This is an optimization exercise on Yosys and OpenROAD, whose aim is small area and a short achievable clock period, not a production implementation. In this exercise RTL edits were held to simulation tests only and were not proved equivalent to the original. Power is estimated from default activity; no workload was simulated.

## flow/design.v

```verilog
`timescale 1ns / 1ns
module alu8_top(
    input            clk,
    input      [7:0] regA,
    input      [7:0] regB,
    input      [4:0] opcode,
    input      [7:0] flagsIn,
    output reg [7:0] res,
    output reg [7:0] flagsOut
);
    reg [7:0] regA_q, regB_q, flagsIn_q;
    reg [4:0] opcode_q;
    wire [7:0] res_d, flagsOut_d;
    alu8 u_alu(
        .regA(regA_q),
        .regB(regB_q),
        .opcode(opcode_q),
        .flagsIn(flagsIn_q),
        .res(res_d),
        .flagsOut(flagsOut_d)
    );
    always @(posedge clk) begin
        regA_q    <= regA;
        regB_q    <= regB;
        opcode_q  <= opcode;
        flagsIn_q <= flagsIn;
        res       <= res_d;
        flagsOut  <= flagsOut_d;
    end
endmodule

`timescale 1ns / 1ns
module alu8(
    input [7:0] regA, regB,
    input [4:0] opcode,
    input [7:0] flagsIn,
    output [7:0] res,
    output [7:0] flagsOut
);
    wire [7:0] A = regA;
    wire [7:0] B = regB;
    wire [4:0] op = opcode;
    wire cin = flagsIn[4];
    wire hin = flagsIn[5];
    wire nin = flagsIn[6];
    wire hi0 = ~op[4] & ~op[3];                         
    wire opAdd   = hi0 & ~op[2] & ~op[1];               
    wire opSub   = hi0 & ~op[2] & op[1];                
    wire opCP    = hi0 & op[2] & ~op[1] & ~op[0];       
    wire opAND   = hi0 & op[2] & ~op[1] & op[0];        
    wire opOR    = hi0 & op[2] & op[1] & ~op[0];        
    wire opXOR   = hi0 & op[2] & op[1] & op[0];         
    wire opRot   = ~op[4] & op[3];                      
    wire hi2 = op[4] & ~op[3];                          
    wire opSLA  = hi2 & (op[2:0] == 3'd0);
    wire opSRx  = hi2 & ~op[2] & (op[1] ^ op[0]);       
    wire opSWAP = hi2 & (op[2:0] == 3'd3);
    wire opBIT  = hi2 & (op[2:0] == 3'd4);
    wire opRES  = hi2 & (op[2:0] == 3'd5);
    wire opSET  = hi2 & (op[2:0] == 3'd6);
    wire opCCF  = hi2 & (op[2:0] == 3'd7);
    wire hi3 = op[4] & op[3];                           
    wire opSCF = hi3 & (op[2:0] == 3'd0);
    wire opDAA = hi3 & (op[2:0] == 3'd1);
    wire opCPL = hi3 & (op[2:0] == 3'd2);
    wire opArith = opAdd | opSub | opCP;
    wire sub     = opSub | opCP;
    wire opLeft  = (opRot & ~op[0]) | opSLA;
    wire opRight = (opRot & op[0]) | opSRx;
    wire daaLo = (~nin & A[3] & (A[2] | A[1])) | hin;
    wire [7:0] dOff = {1'b0, cin, cin, 1'b0, 1'b0, daaLo, daaLo, 1'b0} ^ {8{nin}};
    wire [7:0] bsel = 8'b1 << B[2:0];
    wire yB  = opAdd | opAND | opOR | opXOR;            
    wire yNB = sub;                                     
    wire [7:0] Y = ({8{yB}} & B) | ({8{yNB}} & ~B) | {8{opCPL}}
                 | ({8{opDAA}} & dOff) | ({8{opSET}} & bsel) | ({8{opRES}} & ~bsel);
    wire c0 = (opAdd & op[0] & cin) | (opSub & ~(op[0] & cin)) | opCP | (opDAA & nin);
    wire [7:0] g = A & Y;
    wire [7:0] t = A | Y;
    wire [7:0] p = A ^ Y;
    wire g0 = g[0] | (t[0] & c0);
    wire G10 = g[1] | (t[1] & g0);
    wire G32 = g[3] | (t[3] & g[2]), P32 = t[3] & t[2];
    wire G54 = g[5] | (t[5] & g[4]), P54 = t[5] & t[4];
    wire G76 = g[7] | (t[7] & g[6]), P76 = t[7] & t[6];
    wire G20 = g[2] | (t[2] & G10);
    wire G30 = G32 | (P32 & G10);
    wire G64 = g[6] | (t[6] & G54), P64 = t[6] & P54;
    wire G74 = G76 | (P76 & G54), P74 = P76 & P54;
    wire G40 = g[4] | (t[4] & G30);
    wire G50 = G54 | (P54 & G30);
    wire G60 = G64 | (P64 & G30);
    wire G70 = G74 | (P74 & G30);
    wire [8:0] c = {G70, G60, G50, G40, G30, G20, G10, g0, c0};
    wire [7:0] sum = p ^ c[7:0];
    wire sumZ = &(~(p ^ {t[6:0], c0}));
    wire lbit = ~op[4] & (op[2] ? A[7] : cin);
    wire rbit = op[4] ? (~op[1] & A[7]) : (op[2] ? A[0] : cin);
    wire sumEn = opAdd | opSub | opDAA;
    wire [7:0] other =
          ({8{opAND | opRES}} & g)
        | ({8{opOR | opSET}} & t)
        | ({8{opXOR | opCPL}} & p)
        | ({8{opLeft}} & {A[6:0], lbit})
        | ({8{opRight}} & {rbit, A[7:1]})
        | ({8{opSWAP}} & {A[3:0], A[7:4]});
    assign res = ({8{sumEn}} & sum) | other;
    wire bitZ = ~A[B[2:0]];
    wire otherZEn = opAND | opOR | opXOR | (opRot & ~op[1]) | opSLA | opSRx | opSWAP;
    wire fZ = (opArith & sumZ) | (otherZEn & ~|other) | ((opBIT | opDAA) & bitZ);
    wire fN = sub | opCPL | (opDAA & nin);
    wire fH = (opArith & (c[4] ^ sub)) | opAND | opCPL;
    wire fC = (opArith & (c[8] ^ sub)) | (opLeft & A[7]) | (opRight & A[0]) | (opCCF & ~cin) | opSCF | (opDAA & nin);
    assign flagsOut = {fZ, fN, fH, fC, 4'b0};
endmodule
```

## flow/flow/run.sh

```bash
#!/bin/bash
# Own layout flow: the standard ORFS flow (standard.sh) on an equivalent
# description of alu8 (flow/alu8_syn.v) whose adder datapath is given as
# sky130 cells; the wrapper alu8_top is taken unchanged from design.v.
#  - adder-cell extraction (ADDER_MAP_FILE) off,
#  - ABC run with flow/abc.script instead of ORFS's abc_speed/abc_area,
#  - port buffers of a chosen cell, and CTS without dummy loads.
# Each tool's output goes to its own log under orfs/logs; make's output
# goes to flow_make.log.
set -o pipefail
HERE=$(pwd)
source "$HERE/flow/settings.sh"
# design: the wrapper module from design.v, then flow/alu8_syn.v
awk '/^[ \t]*module[ \t]+alu8_top/{p=1} p{print} p&&/^[ \t]*endmodule/{exit}' design.v > "$HERE/design_syn.v"
grep -q "module alu8_top" "$HERE/design_syn.v" || { echo "wrapper extraction failed"; exit 1; }
cat "$HERE/flow/alu8_syn.v" >> "$HERE/design_syn.v"
# ORFS synth.tcl with only the ABC script changed
sed "s#log_cmd abc {\*}\$abc_args#log_cmd abc -script $HERE/flow/abc.script {*}[lrange \$abc_args 2 end]#" \
    "$FLOW_HOME/scripts/synth.tcl" > "$HERE/synth_mod.tcl"
grep -q "flow/abc.script" "$HERE/synth_mod.tcl" || { echo "synth.tcl patch failed"; exit 1; }
sed "s#\$::env(SCRIPTS_DIR)/synth.tcl#$HERE/synth_mod.tcl#" synth_recipe.tcl > "$HERE/my_synth.tcl"
grep -q "synth_mod.tcl" "$HERE/my_synth.tcl" || { echo "synth_recipe.tcl patch failed"; exit 1; }
bash standard.sh VERILOG_FILES="$HERE/design_syn.v" SYNTH_SCRIPT="$HERE/my_synth.tcl" ADDER_MAP_FILE= \
    "BUFFER_PORTS_ARGS=$BUFFER_PORTS_ARGS" "CTS_ARGS=$CTS_ARGS" $EXTRA finish > flow_make.log 2>&1
```

## flow/flow/abc.script

```
strash
dch -f
map -D 1000
topo
```

## flow/flow/alu8_syn.v

```verilog
`timescale 1ns / 1ns

// alu8 for layout: the adder (generate/propagate terms, carries, sum, zero
// test and the last gate of each output bit) is given as sky130 cells; the
// rest, including the adder's second operand Y, is left to synthesis.
// Same function as rtl/alu8.v.
module alu8(
    input [7:0] regA, regB,
    input [4:0] opcode,
    input [7:0] flagsIn,

    output [7:0] res,
    output [7:0] flagsOut
);

    wire [7:0] A = regA;
    wire [7:0] B = regB;
    wire [4:0] op = opcode;
    wire cin = flagsIn[4];
    wire hin = flagsIn[5];
    wire nin = flagsIn[6];

    // opcode decode
    wire hi0 = ~op[4] & ~op[3];                        // 0..7
    wire opAdd   = hi0 & ~op[2] & ~op[1];              // 0, 1
    wire opSub   = hi0 & ~op[2] & op[1];               // 2, 3
    wire opCP    = hi0 & op[2] & ~op[1] & ~op[0];      // 4
    wire opAND   = hi0 & op[2] & ~op[1] & op[0];       // 5
    wire opOR    = hi0 & op[2] & op[1] & ~op[0];       // 6
    wire opXOR   = hi0 & op[2] & op[1] & op[0];        // 7
    wire opRot   = ~op[4] & op[3];                     // 8..15
    wire hi2 = op[4] & ~op[3];                         // 16..23
    wire opSLA  = hi2 & (op[2:0] == 3'd0);
    wire opSRx  = hi2 & ~op[2] & (op[1] ^ op[0]);      // 17, 18
    wire opSWAP = hi2 & (op[2:0] == 3'd3);
    wire opBIT  = hi2 & (op[2:0] == 3'd4);
    wire opRES  = hi2 & (op[2:0] == 3'd5);
    wire opSET  = hi2 & (op[2:0] == 3'd6);
    wire opCCF  = hi2 & (op[2:0] == 3'd7);
    wire hi3 = op[4] & op[3];                          // 24..31
    wire opSCF = hi3 & (op[2:0] == 3'd0);
    wire opDAA = hi3 & (op[2:0] == 3'd1);
    wire opCPL = hi3 & (op[2:0] == 3'd2);

    wire opArith = opAdd | opSub | opCP;
    wire sub     = opSub | opCP;
    wire opLeft  = (opRot & ~op[0]) | opSLA;
    wire opRight = (opRot & op[0]) | opSRx;

    // second operand: B for ADD/ADC/AND/OR, ~B for SUB/SBC/CP/XOR (so that
    // XOR's zero flag is the adder's A - B == 0), all ones for CPL, the DAA
    // correction, or the RES/SET bit mask
    wire daaLo = (~nin & A[3] & (A[2] | A[1])) | hin;
    wire [7:0] dOff = {1'b0, cin, cin, 1'b0, 1'b0, daaLo, daaLo, 1'b0} ^ {8{nin}};
    wire [7:0] bsel = 8'b1 << B[2:0];
    // Y = B (ops 0, 1, 5, 6), ~B (ops 2, 3, 4, 7), or the bits of kc; the
    // B / ~B part is decoded by the cells below
    // kc = CPL | DAA & dOff | (bsel ? SET : RES), finished by the cells below
    assign resK = opRES;
    assign setK = opSET;
    assign bselK = bsel;
    assign cd = {8{opCPL}} | ({8{opDAA}} & dOff);
    wire [7:0] Y;
    wire c0 = (opAdd & op[0] & cin) | (opSub & ~(op[0] & cin)) | opCP | opXOR | (opDAA & nin);
    assign nc0 = ~c0;
    assign nen_s = ~(opAdd | opSub | opDAA);

        wire nx;
    wire mB;
    wire yB;
    wire yNB;
    wire nm0;
    wire rs0;
    wire nkc0;
    wire nm1;
    wire rs1;
    wire nkc1;
    wire nm2;
    wire rs2;
    wire nkc2;
    wire nm3;
    wire rs3;
    wire nkc3;
    wire nm4;
    wire rs4;
    wire nkc4;
    wire nm5;
    wire rs5;
    wire nkc5;
    wire nm6;
    wire rs6;
    wire nkc6;
    wire nm7;
    wire rs7;
    wire nkc7;
    wire ng0;
    wire nt0;
    wire p0;
    wire ng1;
    wire nt1;
    wire p1;
    wire ng2;
    wire nt2;
    wire p2;
    wire ng3;
    wire nt3;
    wire p3;
    wire ng4;
    wire nt4;
    wire p4;
    wire ng5;
    wire nt5;
    wire p5;
    wire ng6;
    wire nt6;
    wire p6;
    wire ng7;
    wire nt7;
    wire p7;
    wire c1;
    wire G21;
    wire T21;
    wire G43;
    wire T43;
    wire G65;
    wire T65;
    wire g1;
    wire t1;
    wire g5;
    wire t5;
    wire nc2;
    wire nc3;
    wire nG63;
    wire nT63;
    wire nG53;
    wire nT53;
    wire nG43;
    wire nT43;
    wire c4;
    wire c5;
    wire c6;
    wire c7;
    wire g7;
    wire t7;
    wire nc8;
    wire ns0;
    wire ns1;
    wire ns2;
    wire ns3;
    wire ns4;
    wire ns5;
    wire ns6;
    wire ns7;
    wire z1;
    wire z2;
    wire z3;
    wire z4;
    wire z5;
    wire z6;
    wire z7;
    wire nzA;
    wire nzB;
    wire fZ;
    wire fH;
    wire fC;
    wire nArith;
    wire nArithZ;
    wire nZrest;
    wire H0;
    wire H1;
    wire K0;
    wire K1;
    wire nc0;
    wire nen_s;
    wire [7:0] nM;
    wire resK;
    wire setK;
    wire [7:0] bselK;
    wire [7:0] cd;
    sky130_fd_sc_hd__xnor2_1 h1 (.A(op[1]), .B(op[0]), .Y(nx));
    sky130_fd_sc_hd__mux2i_1 h2 (.A0(op[1]), .A1(nx), .S(op[2]), .Y(mB));
    sky130_fd_sc_hd__nor2b_1 h3 (.A(op[4]), .B_N(mB), .Y(yB));
    sky130_fd_sc_hd__nor2_1 h4 (.A(op[4]), .B(mB), .Y(yNB));
    sky130_fd_sc_hd__mux2i_1 h5 (.A0(yNB), .A1(yB), .S(B[0]), .Y(nm0));
    sky130_fd_sc_hd__mux2_1 h6 (.A0(resK), .A1(setK), .S(bselK[0]), .X(rs0));
    sky130_fd_sc_hd__nor2_1 h7 (.A(cd[0]), .B(rs0), .Y(nkc0));
    sky130_fd_sc_hd__nand2_1 h8 (.A(nm0), .B(nkc0), .Y(Y[0]));
    sky130_fd_sc_hd__mux2i_1 h9 (.A0(yNB), .A1(yB), .S(B[1]), .Y(nm1));
    sky130_fd_sc_hd__mux2_1 h10 (.A0(resK), .A1(setK), .S(bselK[1]), .X(rs1));
    sky130_fd_sc_hd__nor2_1 h11 (.A(cd[1]), .B(rs1), .Y(nkc1));
    sky130_fd_sc_hd__nand2_1 h12 (.A(nm1), .B(nkc1), .Y(Y[1]));
    sky130_fd_sc_hd__mux2i_1 h13 (.A0(yNB), .A1(yB), .S(B[2]), .Y(nm2));
    sky130_fd_sc_hd__mux2_1 h14 (.A0(resK), .A1(setK), .S(bselK[2]), .X(rs2));
    sky130_fd_sc_hd__nor2_1 h15 (.A(cd[2]), .B(rs2), .Y(nkc2));
    sky130_fd_sc_hd__nand2_1 h16 (.A(nm2), .B(nkc2), .Y(Y[2]));
    sky130_fd_sc_hd__mux2i_1 h17 (.A0(yNB), .A1(yB), .S(B[3]), .Y(nm3));
    sky130_fd_sc_hd__mux2_1 h18 (.A0(resK), .A1(setK), .S(bselK[3]), .X(rs3));
    sky130_fd_sc_hd__nor2_1 h19 (.A(cd[3]), .B(rs3), .Y(nkc3));
    sky130_fd_sc_hd__nand2_1 h20 (.A(nm3), .B(nkc3), .Y(Y[3]));
    sky130_fd_sc_hd__mux2i_1 h21 (.A0(yNB), .A1(yB), .S(B[4]), .Y(nm4));
    sky130_fd_sc_hd__mux2_1 h22 (.A0(resK), .A1(setK), .S(bselK[4]), .X(rs4));
    sky130_fd_sc_hd__nor2_1 h23 (.A(cd[4]), .B(rs4), .Y(nkc4));
    sky130_fd_sc_hd__nand2_1 h24 (.A(nm4), .B(nkc4), .Y(Y[4]));
    sky130_fd_sc_hd__mux2i_1 h25 (.A0(yNB), .A1(yB), .S(B[5]), .Y(nm5));
    sky130_fd_sc_hd__mux2_1 h26 (.A0(resK), .A1(setK), .S(bselK[5]), .X(rs5));
    sky130_fd_sc_hd__nor2_1 h27 (.A(cd[5]), .B(rs5), .Y(nkc5));
    sky130_fd_sc_hd__nand2_1 h28 (.A(nm5), .B(nkc5), .Y(Y[5]));
    sky130_fd_sc_hd__mux2i_1 h29 (.A0(yNB), .A1(yB), .S(B[6]), .Y(nm6));
    sky130_fd_sc_hd__mux2_1 h30 (.A0(resK), .A1(setK), .S(bselK[6]), .X(rs6));
    sky130_fd_sc_hd__nor2_1 h31 (.A(cd[6]), .B(rs6), .Y(nkc6));
    sky130_fd_sc_hd__nand2_1 h32 (.A(nm6), .B(nkc6), .Y(Y[6]));
    sky130_fd_sc_hd__mux2i_1 h33 (.A0(yNB), .A1(yB), .S(B[7]), .Y(nm7));
    sky130_fd_sc_hd__mux2_1 h34 (.A0(resK), .A1(setK), .S(bselK[7]), .X(rs7));
    sky130_fd_sc_hd__nor2_1 h35 (.A(cd[7]), .B(rs7), .Y(nkc7));
    sky130_fd_sc_hd__nand2_1 h36 (.A(nm7), .B(nkc7), .Y(Y[7]));
    sky130_fd_sc_hd__nand2_1 h37 (.A(A[0]), .B(Y[0]), .Y(ng0));
    sky130_fd_sc_hd__nor2_1 h38 (.A(A[0]), .B(Y[0]), .Y(nt0));
    sky130_fd_sc_hd__xor2_1 h39 (.A(A[0]), .B(Y[0]), .X(p0));
    sky130_fd_sc_hd__nand2_1 h40 (.A(A[1]), .B(Y[1]), .Y(ng1));
    sky130_fd_sc_hd__nor2_1 h41 (.A(A[1]), .B(Y[1]), .Y(nt1));
    sky130_fd_sc_hd__xor2_1 h42 (.A(A[1]), .B(Y[1]), .X(p1));
    sky130_fd_sc_hd__nand2_1 h43 (.A(A[2]), .B(Y[2]), .Y(ng2));
    sky130_fd_sc_hd__nor2_1 h44 (.A(A[2]), .B(Y[2]), .Y(nt2));
    sky130_fd_sc_hd__xor2_1 h45 (.A(A[2]), .B(Y[2]), .X(p2));
    sky130_fd_sc_hd__nand2_1 h46 (.A(A[3]), .B(Y[3]), .Y(ng3));
    sky130_fd_sc_hd__nor2_1 h47 (.A(A[3]), .B(Y[3]), .Y(nt3));
    sky130_fd_sc_hd__xor2_1 h48 (.A(A[3]), .B(Y[3]), .X(p3));
    sky130_fd_sc_hd__nand2_1 h49 (.A(A[4]), .B(Y[4]), .Y(ng4));
    sky130_fd_sc_hd__nor2_1 h50 (.A(A[4]), .B(Y[4]), .Y(nt4));
    sky130_fd_sc_hd__xor2_1 h51 (.A(A[4]), .B(Y[4]), .X(p4));
    sky130_fd_sc_hd__nand2_1 h52 (.A(A[5]), .B(Y[5]), .Y(ng5));
    sky130_fd_sc_hd__nor2_1 h53 (.A(A[5]), .B(Y[5]), .Y(nt5));
    sky130_fd_sc_hd__xor2_1 h54 (.A(A[5]), .B(Y[5]), .X(p5));
    sky130_fd_sc_hd__nand2_1 h55 (.A(A[6]), .B(Y[6]), .Y(ng6));
    sky130_fd_sc_hd__nor2_1 h56 (.A(A[6]), .B(Y[6]), .Y(nt6));
    sky130_fd_sc_hd__xor2_1 h57 (.A(A[6]), .B(Y[6]), .X(p6));
    sky130_fd_sc_hd__nand2_1 h58 (.A(A[7]), .B(Y[7]), .Y(ng7));
    sky130_fd_sc_hd__nor2_1 h59 (.A(A[7]), .B(Y[7]), .Y(nt7));
    sky130_fd_sc_hd__xor2_1 h60 (.A(A[7]), .B(Y[7]), .X(p7));
    sky130_fd_sc_hd__o21ai_1 h61 (.A1(nt0), .A2(nc0), .B1(ng0), .Y(c1));
    sky130_fd_sc_hd__o21ai_1 h62 (.A1(nt2), .A2(ng1), .B1(ng2), .Y(G21));
    sky130_fd_sc_hd__nor2_1 h63 (.A(nt2), .B(nt1), .Y(T21));
    sky130_fd_sc_hd__o21ai_1 h64 (.A1(nt4), .A2(ng3), .B1(ng4), .Y(G43));
    sky130_fd_sc_hd__nor2_1 h65 (.A(nt4), .B(nt3), .Y(T43));
    sky130_fd_sc_hd__o21ai_1 h66 (.A1(nt6), .A2(ng5), .B1(ng6), .Y(G65));
    sky130_fd_sc_hd__nor2_1 h67 (.A(nt6), .B(nt5), .Y(T65));
    sky130_fd_sc_hd__inv_1 h68 (.A(ng1), .Y(g1));
    sky130_fd_sc_hd__inv_1 h69 (.A(nt1), .Y(t1));
    sky130_fd_sc_hd__inv_1 h70 (.A(ng5), .Y(g5));
    sky130_fd_sc_hd__inv_1 h71 (.A(nt5), .Y(t5));
    sky130_fd_sc_hd__a21oi_1 h72 (.A1(t1), .A2(c1), .B1(g1), .Y(nc2));
    sky130_fd_sc_hd__a21oi_1 h73 (.A1(T21), .A2(c1), .B1(G21), .Y(nc3));
    sky130_fd_sc_hd__a21oi_1 h74 (.A1(T65), .A2(G43), .B1(G65), .Y(nG63));
    sky130_fd_sc_hd__nand2_1 h75 (.A(T65), .B(T43), .Y(nT63));
    sky130_fd_sc_hd__a21oi_1 h76 (.A1(t5), .A2(G43), .B1(g5), .Y(nG53));
    sky130_fd_sc_hd__nand2_1 h77 (.A(t5), .B(T43), .Y(nT53));
    sky130_fd_sc_hd__inv_1 h78 (.A(G43), .Y(nG43));
    sky130_fd_sc_hd__inv_1 h79 (.A(T43), .Y(nT43));
    sky130_fd_sc_hd__o21ai_1 h80 (.A1(nt3), .A2(nc3), .B1(ng3), .Y(c4));
    sky130_fd_sc_hd__o21ai_1 h81 (.A1(nT43), .A2(nc3), .B1(nG43), .Y(c5));
    sky130_fd_sc_hd__o21ai_1 h82 (.A1(nT53), .A2(nc3), .B1(nG53), .Y(c6));
    sky130_fd_sc_hd__o21ai_1 h83 (.A1(nT63), .A2(nc3), .B1(nG63), .Y(c7));
    sky130_fd_sc_hd__inv_1 h84 (.A(ng7), .Y(g7));
    sky130_fd_sc_hd__inv_1 h85 (.A(nt7), .Y(t7));
    sky130_fd_sc_hd__a21oi_1 h86 (.A1(t7), .A2(c7), .B1(g7), .Y(nc8));
    sky130_fd_sc_hd__xor2_1 h87 (.A(p0), .B(nc0), .X(ns0));
    sky130_fd_sc_hd__xnor2_1 h88 (.A(p1), .B(c1), .Y(ns1));
    sky130_fd_sc_hd__xor2_1 h89 (.A(p2), .B(nc2), .X(ns2));
    sky130_fd_sc_hd__xor2_1 h90 (.A(p3), .B(nc3), .X(ns3));
    sky130_fd_sc_hd__xnor2_1 h91 (.A(p4), .B(c4), .Y(ns4));
    sky130_fd_sc_hd__xnor2_1 h92 (.A(p5), .B(c5), .Y(ns5));
    sky130_fd_sc_hd__xnor2_1 h93 (.A(p6), .B(c6), .Y(ns6));
    sky130_fd_sc_hd__xnor2_1 h94 (.A(p7), .B(c7), .Y(ns7));
    sky130_fd_sc_hd__o21ai_1 h95 (.A1(nen_s), .A2(ns0), .B1(nM[0]), .Y(res[0]));
    sky130_fd_sc_hd__o21ai_1 h96 (.A1(nen_s), .A2(ns1), .B1(nM[1]), .Y(res[1]));
    sky130_fd_sc_hd__o21ai_1 h97 (.A1(nen_s), .A2(ns2), .B1(nM[2]), .Y(res[2]));
    sky130_fd_sc_hd__o21ai_1 h98 (.A1(nen_s), .A2(ns3), .B1(nM[3]), .Y(res[3]));
    sky130_fd_sc_hd__o21ai_1 h99 (.A1(nen_s), .A2(ns4), .B1(nM[4]), .Y(res[4]));
    sky130_fd_sc_hd__o21ai_1 h100 (.A1(nen_s), .A2(ns5), .B1(nM[5]), .Y(res[5]));
    sky130_fd_sc_hd__o21ai_1 h101 (.A1(nen_s), .A2(ns6), .B1(nM[6]), .Y(res[6]));
    sky130_fd_sc_hd__o21ai_1 h102 (.A1(nen_s), .A2(ns7), .B1(nM[7]), .Y(res[7]));
    sky130_fd_sc_hd__xor2_1 h103 (.A(p1), .B(nt0), .X(z1));
    sky130_fd_sc_hd__xor2_1 h104 (.A(p2), .B(nt1), .X(z2));
    sky130_fd_sc_hd__xor2_1 h105 (.A(p3), .B(nt2), .X(z3));
    sky130_fd_sc_hd__xor2_1 h106 (.A(p4), .B(nt3), .X(z4));
    sky130_fd_sc_hd__xor2_1 h107 (.A(p5), .B(nt4), .X(z5));
    sky130_fd_sc_hd__xor2_1 h108 (.A(p6), .B(nt5), .X(z6));
    sky130_fd_sc_hd__xor2_1 h109 (.A(p7), .B(nt6), .X(z7));
    sky130_fd_sc_hd__nand4_1 h110 (.A(ns0), .B(z1), .C(z2), .D(z3), .Y(nzA));
    sky130_fd_sc_hd__nand4_1 h111 (.A(z4), .B(z5), .C(z6), .D(z7), .Y(nzB));
    sky130_fd_sc_hd__o31ai_1 h112 (.A1(nArithZ), .A2(nzA), .A3(nzB), .B1(nZrest), .Y(fZ));
    sky130_fd_sc_hd__mux2_1 h113 (.A0(H0), .A1(H1), .S(c4), .X(fH));
    sky130_fd_sc_hd__mux2_1 h114 (.A0(K1), .A1(K0), .S(nc8), .X(fC));

    wire [7:0] g = ~{ng7, ng6, ng5, ng4, ng3, ng2, ng1, ng0};
    wire [7:0] t = ~{nt7, nt6, nt5, nt4, nt3, nt2, nt1, nt0};
    wire [7:0] p = {p7, p6, p5, p4, p3, p2, p1, p0};

    // shifts / rotates
    wire lbit = ~op[4] & (op[2] ? A[7] : cin);
    wire rbit = op[4] ? (~op[1] & A[7]) : (op[2] ? A[0] : cin);
    wire [7:0] Msh = ({8{opLeft}} & {A[6:0], lbit})
                   | ({8{opRight}} & {rbit, A[7:1]})
                   | ({8{opSWAP}} & {A[3:0], A[7:4]});

    // results of everything but ADD/ADC/SUB/SBC/DAA
    wire [7:0] M = ({8{opAND | opRES}} & g)
                 | ({8{opOR | opSET}} & t)
                 | ({8{opXOR}} & ~p)
                 | ({8{opCPL}} & p)
                 | Msh;
    assign nM = ~M;

    // Z for the ops whose Z is not the adder's zero test (early signals only)
    wire bitZ = ~|(A & bsel);
    wire zShift = ((opRot & ~op[1]) | opSLA | opSRx | opSWAP) & ~|Msh;
    wire zLogic = (opAND & ~|(A & B)) | (opOR & ~|(A | B));
    assign nZrest = ~(zShift | zLogic | ((opBIT | opDAA) & bitZ));
    assign nArithZ = ~(opArith | opXOR);

    // H and C flags for each value of the carry out of bit 3 / bit 7
    wire hRest = opAND | opCPL;
    wire cRest = (opLeft & A[7]) | (opRight & A[0]) | (opCCF & ~cin) | opSCF | (opDAA & nin);
    assign H0 = (opArith & sub) | hRest;
    assign H1 = (opArith & ~sub) | hRest;
    assign K0 = (opArith & sub) | cRest;
    assign K1 = (opArith & ~sub) | cRest;
    wire fN = sub | opCPL | (opDAA & nin);

    assign flagsOut = {fZ, fN, fH, fC, 4'b0};

endmodule
```

## flow/flow/settings.sh

```bash
BUFFER_PORTS_ARGS="-buffer_cell sky130_fd_sc_hd__buf_1"
CTS_ARGS="-sink_clustering_enable -repair_clock_nets -dont_use_dummy_load"
EXTRA=""
```

## flow/standard.sh

```bash
#!/bin/bash
# synth_recipe.tcl (not shown) runs the flow's synth.tcl, then flattens the netlist and writes it again
# the make line also repeats each setting of config.mk as NAME=value (left out here)
make -C /OpenROAD-flow-scripts/flow DESIGN_CONFIG=/design/flow/config.mk WORK_HOME=/design/flow/orfs CLKGATE_MAP_FILE= SYNTH_SCRIPT=/design/flow/synth_recipe.tcl "${@:-finish}"
```

## flow/config.mk

```make
export PLATFORM = sky130hd
export DESIGN_NAME = alu8_top
export DESIGN_NICKNAME = alu8_top
export VERILOG_FILES = /design/flow/design.v
export SDC_FILE = /design/flow/constraint.sdc
export NUM_CORES = 4
export LEC_CHECK = 0
export CAP_MARGIN = 20
export CORE_MARGIN = 2
export CORE_UTILIZATION = 40
export SETUP_SLACK_MARGIN = 3.8
export SLEW_MARGIN = 20
```

## flow/constraint.sdc

```tcl
create_clock -name core_clock -period 6.0 [get_ports {clk}]
set_input_delay 1.2000 -clock core_clock [delete_from_list [all_inputs] [get_ports {clk}]]
set_output_delay 1.2000 -clock core_clock [all_outputs]
set_load 0.01 [all_outputs]
```

==> out/qor.txt, run 1 <==
PWR
---------------------------------------------------------------------------------
Static power due to leakage                                               1.48 nW
PD cells                                                               195 mW/mm2
Worst voltage drop across the vdd grid                                   0.157 mV

CRITICAL PATH
---------------------------------------------------------------------------------
Class of the most critical setup path                                register to register
Critical path required time                                               6.19 ns
Signal arrival time at the worst endpoint                                 2.63 ns
Highest cell delay on the worst timing path                               0.38 ns
Sort of element at the start of the critical path                        register
Series of cell instances along the critical path                     xnor2_2, mux2i_2, nor2_4, mux2i_1, nand2_4, nor2_4, o21ai_2, a21oi_4, o21ai_2, a21oi_2, mux2_4
Critical path fanouts, max                                                      7
CP Buf/Inv Count                                                                0
Worst Setup End Kind                                                     register
Crit-path leading delay family                                       multiplexers
Crit path max-delay cell type                                        sky130_fd_sc_hd__dfxtp_4

CLOCK TREE
---------------------------------------------------------------------------------
Clk latency of the worst-skew pair                                        0.30 ns
Inserted Clock Buffers                                                          5
Clock sink count                                                               36
Clock slew seen by the registers of the worst setup and hold paths        0.08 ns
Number of hold-repair buffers added at the cts stage                            0
TritonCTS clock tree                                                         done
CTS root buffer                                                      sky130_fd_sc_hd__clkbuf_8
Number of H-tree levels                                                         2
CTS max path bufs                                                               2

LAYOUT
---------------------------------------------------------------------------------
Filler-free cell count of the finished design                                 484
Leading cell type in the layout, fill and taps excluded              sky130_fd_sc_hd__buf_4
Flip-flop and latch area                                                  759 um2
Ant diodes                                                                      0
Fraction of final layout cells with drive strength greater than 1           42.0%
Growth of design area from synthesis to finish                              62.8%
Post-route standard cell area excluding fillers                       0.00375 mm2
Final standard cell utilization of the core                                 67.7%
Highest-count cells in the layout ignoring fill and taps             sky130_fd_sc_hd__buf_4 (51), sky130_fd_sc_hd__buf_1 (36), sky130_fd_sc_hd__dfxtp_1 (25)
Count of nets after finishing                                                 444
Area of the multi-input gates                                         0.00206 mm2
Filler Cells Inserted                                                         450

SYNTH
---------------------------------------------------------------------------------
Number of warning messages in the yosys log                                     1
Fraction of synthesis flops using an asynchronous set or reset pin             0%
Register bit count reported by yosys                                           36
Average cell area after synthesis                                        7.27 um2
Distinct cell type count after synthesis                                       29
Synth area leader                                                    sky130_fd_sc_hd__dfxtp_1
Leading register cell type out of synthesis                          sky130_fd_sc_hd__dfxtp_1
Post-synth EDFFs                                                                0
Largest cells by area after synthesis                                sky130_fd_sc_hd__dfxtp_1 (31%), sky130_fd_sc_hd__nor2_1 (6.8%), sky130_fd_sc_hd__xor2_1 (6.8%), sky130_fd_sc_hd__clkinv_1 (5.7%), sky130_fd_sc_hd__nand2_1 (5.5%)
Post-synthesis instance total                                                 317
Area of the mapped netlist                                            0.00230 mm2
Register area share after synthesis                                         31.3%
Fraction of synthesized cell area taken by the top area cell type           31.3%

DRT
---------------------------------------------------------------------------------
Count of nets left with antenna violations after detail routing                 0
Routed via count divided by cell count                                       5.75
Via count                                                                    2781
Drt pass-1 iters                                                                5
Remaining design rule violation count                                           0
Final wirelength                                                          7890 um
DR WL/cell                                                                16.3 um
Initial drt markers                                                           157

TIMING
---------------------------------------------------------------------------------
Post-route worst hold slack                                              0.668 ns
Setup clock skew after layout                                           0.0167 ns
Final-report hold violation count                                               0
Actual slew at the worst max-slew pin                                    0.916 ns
Final clock period utilization by the worst path                            40.7%
Final setup fails                                                               0
Clock period minus final worst setup slack                                2.44 ns
Highest clock rate                                                        409 MHz
Final number of max-transition violations                                       0
Setup TNS after final layout                                                 0 ns
Worst max-slew margin expressed relative to the limit                       38.7%
RSZ-0062 raised after global routing                                         true

PLACE
---------------------------------------------------------------------------------
Detailed placement HPWL                                                   4710 um
Post-detailed-placement cell area                                     0.00268 mm2
Final GP Congestion                                                         0.918
Number of cells in the design after placement                                 424
Number of buffers inserted by port buffering                                   36

DIE
---------------------------------------------------------------------------------
Initial cell density of the core                                            41.6%
Site Rows                                                                      27
Y dimension of the die                                                    79.9 um
Width of the die                                                          79.9 um
Core region area                                                      0.00554 mm2
Full die area                                                         0.00638 mm2
Num ports                                                                      46

MIN PATH
---------------------------------------------------------------------------------
Class of the most critical hold timing path                          register to register

GLOBAL ROUTE
---------------------------------------------------------------------------------
Leftover overflow at the end of global routing                                  0
Global-route wire length before repair                                   12200 um
Antenna violations before repair                                                0
Maximum number of pins on one net before global-route repair                   14
Global routing usage summed across all routing layers                       24.5%
Vias in the first global route                                               2606

RUN
---------------------------------------------------------------------------------
Number of maximum-capacitance violations                                        0

RUN STATUS
---------------------------------------------------------------------------------
Result of the run                                no timing/DRC/antenna violations

==> repair_timing <==
action,4_1_cts,5_1_grt
buffers inserted,41,12
cloned,2,0
pin swaps,30,22
endpoints found under the setup margin,11,12
resized for setup,94,38
==> report_power, final <==
part           total (mW)  internal [mW]  switching, mW
registers           0.286          0.258         0.0274
clock network       0.165         0.0751         0.0897
logic               0.282          0.129          0.153
==> logic make-up (layout without fill, tap and decap cells) <==
kind of cell | after synthesis | count (layout) | share of synthesized area, %
and+or+nand+nor | 110 | 112 | 20.4
AOI/OAI and AO/OA | 80 | 80 | 21.9
buffers and inverters | 47 | 137 | 8.31
DFF | 36 | 36 | 31.3
xor gates and xnor gates | 24 | 24 | 9.12
muxes | 19 | 19 | 8.80
other | 1 | 4 | 0.163
==> Yosys cell counts, types with 2 or more instances <==
cell type / n
sky130_fd_sc_hd__o21ai_0: 15
sky130_fd_sc_hd__a2111oi_0: 9
sky130_fd_sc_hd__clkinv_1: 35
sky130_fd_sc_hd__nand2_1: 34
sky130_fd_sc_hd__mux2i_1: 9
sky130_fd_sc_hd__dfxtp_1: 36
sky130_fd_sc_hd__a31oi_1: 2
sky130_fd_sc_hd__nor3_1: 13
sky130_fd_sc_hd__o22ai_1: 9
sky130_fd_sc_hd__o31ai_1: 2
sky130_fd_sc_hd__xnor2_1: 6
sky130_fd_sc_hd__nor4_1: 5
sky130_fd_sc_hd__mux2_1: 10
sky130_fd_sc_hd__a21oi_1: 9
sky130_fd_sc_hd__a22oi_1: 13
sky130_fd_sc_hd__nor2_1: 42
sky130_fd_sc_hd__buf_4: 4
sky130_fd_sc_hd__inv_1: 8
sky130_fd_sc_hd__nand4_1: 6
sky130_fd_sc_hd__nand3_1: 9
sky130_fd_sc_hd__xor2_1: 18
sky130_fd_sc_hd__o21ai_1: 16
==> worst min-delay path: stages, from the launching register on <==
cell                       delay [ns]
sky130_fd_sc_hd__dfxtp_1         0.31
sky130_fd_sc_hd__clkinv_1        0.11
sky130_fd_sc_hd__nor2_4          0.06
sky130_fd_sc_hd__clkinv_2        0.07
sky130_fd_sc_hd__nand3_1         0.07
==> through the flow <==
step | setup slack, ns | total power [mW]
6_report | 3.56 | 0.733
2_1_floorplan | 3.76 | 0.414
5_1_grt | 3.46 | 0.774
3_3_place_gp | 3.27 | 0.454
4_1_cts | 3.67 | 0.693
3_5_place_dp | 3.28 | 0.455
==> sequential cells by signal, indices dropped and copies added (netlist names) <==
register	count
flagsIn_q	3
res	8
regA_q	8
opcode_q	5
flagsOut	4
regB_q	8
==> worst paths after layout <==
| path | from | endpoint | slack, ns | cells past startpoint |
|---|---|---|---|---|
| setup reg to reg | opcode_q[1] | flagsOut[4] | 3.56 | 11 |
| hold reg to reg | flagsIn_q[6] | flagsOut[6] | 0.67 | 4 |
| setup / recovery | opcode_q[1] | flagsOut[4] | 3.56 | 11 |
| hold / removal | flagsIn_q[6] | flagsOut[6] | 0.67 | 4 |
==> layout make-up <==
cell class	count	area share, %
sequential	36	20.2
clock buffer	5	1.83
multi-input combinational	239	55.0
timing repair buffer	89	14.6
inverter	43	5.87
tap	72	2.40
==> layer usage <==
| metal | wire length (um) | part of all wire, % | track usage, % | up-vias |
|---|---|---|---|---|
| met3 | 495 | 6.3 | 4.52 | 30 |
| li1 | - | - | - | 1314 |
| met1 | 3200 | 41 | 31.2 | 1302 |
| met4 | 208 | 2.6 | 11.0 | 0 |
| met2 | 3990 | 51 | 40.2 | 135 |
| met5 | 0 | 0 | 0 | - |
==> run 2, diff against run 1 <==
--- a/flow/config.mk
+++ b/flow/config.mk
@@ -8,5 +8,5 @@
 export CAP_MARGIN = 20
 export CORE_MARGIN = 2
 export CORE_UTILIZATION = 40
-export SETUP_SLACK_MARGIN = 3.8
+export SETUP_SLACK_MARGIN = 3.6
 export SLEW_MARGIN = 20
==> run 2 against run 1 <==
Effect of this change: sequential share of layout area is 0.40 points lower; hold slack better by 0.017 ns; routed wire length is 14% higher; final area is 2.0% higher; via count is 2.8% higher; global-route usage is 0.68 points higher; area after synthesis stayed put; critical path depth is 1 higher.
==> out/qor.txt, run 2 <==
RUN
---------------------------------------------------------------------------------
Number of maximum-capacitance violations                                        0   unchanged

LAYOUT
---------------------------------------------------------------------------------
Regs by FF count                                                     regA_q: 8 flops, regB_q: 8 flops, res: 8 flops
Ant diodes                                                                      0   unchanged
Leading cell type in the layout, fill and taps excluded              sky130_fd_sc_hd__buf_4
Filler Cells Inserted                                                         430   -4.4%
Count of nets after finishing                                                 435   -2.0%
Fraction of final layout cells with drive strength greater than 1           43.2%   +1.2 points
Flip-flop and latch area                                                  759 um2   unchanged
Growth of design area from synthesis to finish                              66.0%
Area of the multi-input gates                                         0.00218 mm2   +5.9%
Highest-count cells in the layout ignoring fill and taps             sky130_fd_sc_hd__buf_4 (38), sky130_fd_sc_hd__buf_1 (36), sky130_fd_sc_hd__dfxtp_1 (25)

SYNTH
---------------------------------------------------------------------------------
Synth area leader                                                    sky130_fd_sc_hd__dfxtp_1
Area of the mapped netlist                                            0.00230 mm2   unchanged
Number of warning messages in the yosys log                                     1   unchanged
Register area share after synthesis                                         31.3%   unchanged
Register bit count reported by yosys                                           36   unchanged
Fraction of synthesized cell area taken by the top area cell type           31.3%   unchanged
Post-synthesis instance total                                                 317   unchanged
List of most frequent post-synthesis cells                           sky130_fd_sc_hd__nor2_1 (42), sky130_fd_sc_hd__dfxtp_1 (36), sky130_fd_sc_hd__clkinv_1 (35), sky130_fd_sc_hd__nand2_1 (34), sky130_fd_sc_hd__xor2_1 (18)
Fraction of synthesis flops using an asynchronous set or reset pin             0%   unchanged
Most instantiated library cell after synthesis                       sky130_fd_sc_hd__nor2_1
Distinct cell type count after synthesis                                       29   unchanged
Leading register cell type out of synthesis                          sky130_fd_sc_hd__dfxtp_1
Average cell area after synthesis                                        7.27 um2   unchanged
Largest cells by area after synthesis                                sky130_fd_sc_hd__dfxtp_1 (31%), sky130_fd_sc_hd__nor2_1 (6.8%), sky130_fd_sc_hd__xor2_1 (6.8%), sky130_fd_sc_hd__clkinv_1 (5.7%), sky130_fd_sc_hd__nand2_1 (5.5%)
Post-synth EDFFs                                                                0   unchanged

CLOCK TREE
---------------------------------------------------------------------------------
Clk latency of the worst-skew pair                                        0.29 ns   about the same
Clock sink count                                                               36   unchanged
Inserted Clock Buffers                                                          5   unchanged
CTS root buffer                                                      sky130_fd_sc_hd__clkbuf_8
Clock slew seen by the registers of the worst setup and hold paths        0.07 ns   about the same
CTS max path bufs                                                               2   unchanged
TritonCTS clock tree                                                         done
Number of H-tree levels                                                         2   unchanged

DIE
---------------------------------------------------------------------------------
Y dimension of the die                                                    79.9 um   unchanged
Num ports                                                                      46   unchanged
Width of the die                                                          79.9 um   unchanged
Core region area                                                      0.00554 mm2   unchanged
Site Rows                                                                      27   unchanged
Initial cell density of the core                                            41.6%   unchanged
Full die area                                                         0.00638 mm2   unchanged

TIMING
---------------------------------------------------------------------------------
RSZ-0062 raised after global routing                                         true
Setup clock skew after layout                                          0.00633 ns   -0.0104 ns
Final clock period utilization by the worst path                            41.7%   +0.94 points
Clock period minus final worst setup slack                                2.50 ns   +0.0562 ns
Final number of max-transition violations                                       0   unchanged
Actual slew at the worst max-slew pin                                    0.992 ns   +0.0766 ns
Post-route worst hold slack                                              0.685 ns   +0.0167 ns
Highest clock rate                                                        400 MHz   -2.2%
Worst max-slew margin expressed relative to the limit                       33.5%   -5.1 points
Final setup fails                                                               0   unchanged
Final-report hold violation count                                               0   unchanged
Setup TNS after final layout                                                 0 ns   unchanged

DRT
---------------------------------------------------------------------------------
Initial drt markers                                                           256   +63%
Via count                                                                    2859   +2.8%
DR WL/cell                                                                18.9 um   +16%
Count of nets left with antenna violations after detail routing                 0   unchanged
Remaining design rule violation count                                           0   unchanged
Final wirelength                                                          8980 um   +14%
Drt pass-1 iters                                                                6   +1
Routed via count divided by cell count                                       6.02   +4.8%

CRITICAL PATH
---------------------------------------------------------------------------------
Signal arrival time at the worst endpoint                                 2.68 ns   +0.05 ns
Critical path required time                                               6.18 ns   about the same
Sort of element at the start of the critical path                        register
Critical path fanouts, max                                                      7   unchanged
Worst Setup End Kind                                                     register
Highest cell delay on the worst timing path                               0.38 ns   about the same
Class of the most critical setup path                                register to register
Crit path max-delay cell type                                        sky130_fd_sc_hd__dfxtp_4
Crit-path leading delay family                                       multiplexers
Series of cell instances along the critical path                     xnor2_2, mux2i_2, nor2b_4, buf_4, mux2i_4, nand2_4, nor2_4, o21ai_2, a21oi_4, o21ai_4, a21oi_2, mux2_4
CP Buf/Inv Count                                                                1   +1

MIN PATH
---------------------------------------------------------------------------------
Class of the most critical hold timing path                          register to register

PLACE
---------------------------------------------------------------------------------
Final GP Congestion                                                         0.929   +1.2%
Number of buffers inserted by port buffering                                   36   unchanged
Detailed placement HPWL                                                   4750 um   +0.83%

GLOBAL ROUTE
---------------------------------------------------------------------------------
Maximum number of pins on one net before global-route repair                   12   -2
Global routing usage summed across all routing layers                       25.2%   +0.68 points
Vias in the first global route                                               2616   +0.38%
Antenna violations before repair                                                0   unchanged
Leftover overflow at the end of global routing                                  0   unchanged
Global-route wire length before repair                                   12400 um   +2.3%

PWR
---------------------------------------------------------------------------------
PD cells                                                               192 mW/mm2   -1.5%
Worst voltage drop across the vdd grid                                   0.115 mV   -27%
Static power due to leakage                                               1.47 nW   -0.38%

RUN STATUS
---------------------------------------------------------------------------------
Result of the run                                no timing/DRC/antenna violations

run 2: worst paths after layout:
check | from | end | slack [ns] | cells past startpoint
min reg2reg | flagsIn_q[6] | flagsOut[6] | 0.68 | 4
max | opcode_q[1] | flagsOut[4] | 3.50 | 12
max reg2reg | opcode_q[1] | flagsOut[4] | 3.50 | 12
min | flagsIn_q[6] | flagsOut[6] | 0.68 | 4
run 2: what timing repair did:
action | 4_1_cts | 5_1_grt
setup buffers | 24 | 20
cloned | 2 | 0
endpoints found under the setup margin | 11 | 11
gates resized for setup | 95 | 93
hold buffers | 0 | 0
pin swaps | 17 | 35
run 2: final cells by class:
type	count	area share (%)
Clock buffer	5	1.80
Multi-Input combinational cell	239	57.1
Tap cell	72	2.35
Inverter	43	5.23
Timing Repair Buffer	80	13.7
Sequential cell	36	19.8
run 2: worst reg2reg max path: stages, from the launching register on:
cell and delay, ns:
sky130_fd_sc_hd__dfxtp_4 0.38, sky130_fd_sc_hd__xnor2_2 0.17, sky130_fd_sc_hd__mux2i_2 0.12, sky130_fd_sc_hd__nor2b_4 0.17
sky130_fd_sc_hd__buf_4 0.15, sky130_fd_sc_hd__mux2i_4 0.19, sky130_fd_sc_hd__nand2_4 0.12, sky130_fd_sc_hd__nor2_4 0.16
sky130_fd_sc_hd__o21ai_2 0.10, sky130_fd_sc_hd__a21oi_4 0.21, sky130_fd_sc_hd__o21ai_4 0.09, sky130_fd_sc_hd__a21oi_2 0.23
sky130_fd_sc_hd__mux2_4 0.32
run 2: cell families (layout without fill, tap and decap cells):
family,after synthesis,in the layout,share of synthesized area [%]
XOR/XNOR,24,24,9.12
multiplexers,19,19,8.80
buffers and inverters,47,128,8.31
other,1,4,0.163
flip-flops,36,36,31.3
AND/OR/NAND/NOR,110,112,20.4
AO/OA/AOI/OAI,80,80,21.9
run 2: through the flow:
step                area, um2  total power, mW  cells  utilization (%)  worst slack [ns]
floorplan                2380            0.409    320                -              3.61
global placement         2570            0.448    424             46.4              2.97
detailed placement       2570            0.451    424             46.4              3.02
CTS                      3230            0.656    455             58.3              3.60
global route             3830            0.771    475             69.1              3.44
finish                   3830            0.736    475             69.1              3.50
run 2: metal layers:
metal  wire, um  vias to the layer above  share of wire [%]  GRT usage, %
li1           -                     1291                  -             -
met1       3400                     1343                 38          30.5
met2       4490                      174                 50          43.3
met3        623                       51                6.9          3.73
met4        476                        0                5.3          12.7
met5          0                        -                  0             0
run 2: where the power goes:
group          internal, mW  switching [mW]  leakage, nW
Clock                0.0749          0.0818       0.0359
Sequential            0.258          0.0270        0.306
Combinational         0.128           0.166         1.13

-- re-timing with driven ports --
How much do the figures lean on ideal ports? The routed layouts below were timed once more, with nothing changed but the port constraints.
Step 1 assumes that a clkbuf_16 drives the clock port and a buf_2 every other input.
Step 2 adds t to the input delays and takes it off the output delays; t is the mean of the earliest and latest rising clock arrival at the registers after step 1. Input paths then give back, and output paths get back, about the clock's delay inside the block.
Three values: no drivers, after step 1, after step 2; two values: the first two.
run | t, ns | setup slack, ns | hold WS [ns] | clock arrival spread, ns
run 1 | 0.317 | 3.556 / 3.556 / 3.556 | 0.668 / 0.668 / 0.668 | 0.017 / 0.017
run 2 | 0.314 | 3.500 / 3.500 / 3.500 | 0.685 / 0.685 / 0.685 | 0.007 / 0.007
After both steps setup and hold are still met in every run listed.
